This design comes from an exercise in tuning for small area on the open sky130 flow, not from production work.
In this exercise RTL edits were held to simulation tests only and were not proved equivalent to the original.

==> run Z <==
## FIR
module FIR (input wire clk, input wire rst, input wire data_i_en, input wire [24:0] data_i,
  output wire data_o_en, output wire [24:0] data_o);
Settings: LEC_CHECK=0, CAP_MARGIN=20, CORE_MARGIN=2, CORE_UTILIZATION=75, CTS_BUF_LIST=sky130_fd_sc_hd__clkbuf_4 sky130_fd_sc_hd__clkbuf_8, CTS_CLUSTER_DIAMETER=60, CTS_CLUSTER_SIZE=12, SLEW_MARGIN=20, SYNTH_HIERARCHICAL=1, SYNTH_MINIMUM_KEEP_SIZE=0; clock period 8.0 ns.
run.sh (not shown) runs the stock make flow with config.mk's settings and CLKGATE_MAP_FILE= SYNTH_SCRIPT=/design/flow/synth_recipe.tcl, a recipe that flattens the netlist after the stock synthesis.
==> run Y: changes against run Z <==
Settings changed: CORE_UTILIZATION 75 to 70, CTS_BUF_LIST sky130_fd_sc_hd__clkbuf_4 sky130_fd_sc_hd__clkbuf_8 to sky130_fd_sc_hd__clkbuf_16, CTS_CLUSTER_DIAMETER 60 to 150, CTS_CLUSTER_SIZE 12 to 26.
==> run notes <==
quantity	run Z	run Y
Longest individual stage delay on the worst path	0.84 ns	0.79 ns
Number of global-route vias before repair	35,786	34,477
Sequential cell area share	47.8%	48.0%
Buffering overhead	1.62%	1.70%
Outcome	no timing/DRC/antenna violations	no timing/DRC/antenna violations
Global-route wire length before repair	236,000 um	232,000 um
Met2 track utilization from global routing	54.3%	50.0%
DR WL met3	19,800 um	16,800 um
Total number of tap cells	1,176	1,276
Met3 track utilization from global routing	12.1%	9.26%
Vert. Die Dim	304 um	315 um
Reg2Reg Depth	17	15
Finished Layout Cells	4,732	4,750
GR met1 Demand/Resource	54.0%	51.5%

* * *

==> v5 <==
FIR again, from the RTL that the note above started with.
export LEC_CHECK = 0
export CAP_MARGIN = 20
export CORE_MARGIN = 2
export CORE_UTILIZATION = 75
export CTS_BUF_LIST = sky130_fd_sc_hd__clkbuf_8 sky130_fd_sc_hd__clkbuf_16
export CTS_CLUSTER_DIAMETER = 150
export CTS_CLUSTER_SIZE = 24
export SLEW_MARGIN = 20
export SYNTH_HIERARCHICAL = 1
export SYNTH_MINIMUM_KEEP_SIZE = 0
create_clock -name core_clock -period 8.0 [get_ports {clk}]
==> v21: changes against v5 <==
Settings changed: CORE_UTILIZATION 75 to 65, CTS_CLUSTER_DIAMETER 150 to 90, CTS_CLUSTER_SIZE 24 to 28.
==> v8: changes against v5 <==
Settings changed: CAP_MARGIN 20 to 10, SLEW_MARGIN 20 to 10.
==> summary.md <==
| Metric | Value |
|---|---|
| Outcome | `no timing/DRC/antenna violations` |
| Critical Path, Cell by Cell | `inv_1, fa_1, fa_1, fa_1, fa_1, fa_1, buf_4, inv_1, fa_1, fa_1, fa_1, fa_1, fa_1, fa_1, fa_1, fa_1, fa_1` |
| Layout cells sized above 1 | `9.88%` |
| Worst slew pin tran | `1190 ps` |
| Setup ws final | `203 ps` |
| Global-route wire length before repair | `235000 um` |
| Clock transition at path regs | `90 ps` |
| Non-clk buf share | `1.59%` |
| Reg-to-Reg End | `r_s20b10_492` |
| GR Util met2 | `54.4%` |
| Hold Crit Start | `r_o0b15_1038` |
| Fmax | `128 MHz` |
| CP max stage delay | `820 ps` |
| CTS Buf Count | `53` |
| Core Util, Final | `79.6%` |
Source of the figures above: v8

==> summary.md <==
| Metric | Value |
|---|---|
| Hold Crit Start | `d1[21]` |
| Outcome | `no timing/DRC/antenna violations` |
| Core Util, Final | `69.6%` |
| Worst slew pin tran | `1080 ps` |
| GR Util met2 | `46.3%` |
| Critical Path, Cell by Cell | `buf_4, fa_1, fa_1, fa_1, fa_1, fa_1, fa_1, fa_1, fa_1, fa_1, fa_1, fa_1, fa_1, fa_1, fa_1` |
| Fmax | `128 MHz` |
| Non-clk buf share | `1.76%` |
| Clock transition at path regs | `110 ps` |
Source of the figures above: v21

==> summary.md <==
| Metric | Value |
|---|---|
| Setup ws final | `203 ps` |
| CP max stage delay | `820 ps` |
| Core Util, Final | `79.6%` |
| Worst slew pin tran | `1190 ps` |
| Clock transition at path regs | `90 ps` |
| GR Util met2 | `54.4%` |
| CTS Buf Count | `53` |
| Global-route wire length before repair | `235000 um` |
| Reg-to-Reg End | `r_s20b10_492` |
| Critical Path, Cell by Cell | `inv_1, fa_1, fa_1, fa_1, fa_1, fa_1, buf_4, inv_1, fa_1, fa_1, fa_1, fa_1, fa_1, fa_1, fa_1, fa_1, fa_1` |
| Outcome | `no timing/DRC/antenna violations` |
Source of the figures above: v5

## afterwards: timing with drivers on the ports
How much do the figures lean on ideal ports? The routed layouts below were timed once more, with nothing changed but the port constraints. Step 1: set_driving_cell puts a clkbuf_16 on clk and a buf_2 on each other input, an assumption about the parent block. Step 2 adds t to the input delays and takes it off the output delays; t is the mean of the earliest and latest rising clock arrival at the registers after step 1. Input paths then give back, and output paths get back, about the clock's delay inside the block. Three values: ideal ports, drivers, drivers and shift; two values: the first two.
run | t (ns) | setup WS [ns] | slew at the worst register clock pin (ns)
run Z | 0.887 | 0.289 / 0.289 / 0.289 | 0.10 / 0.10
run Y | 0.748 | 0.261 / 0.261 / 0.261 | 0.12 / 0.12
v5 | 0.734 | 0.203 / 0.203 / 0.203 | 0.11 / 0.11
v21 | 0.766 | 0.165 / 0.165 / 0.165 | 0.12 / 0.12
v8 | 0.734 | 0.203 / 0.203 / 0.203 | 0.11 / 0.11
After both steps every run listed still meets setup and hold.
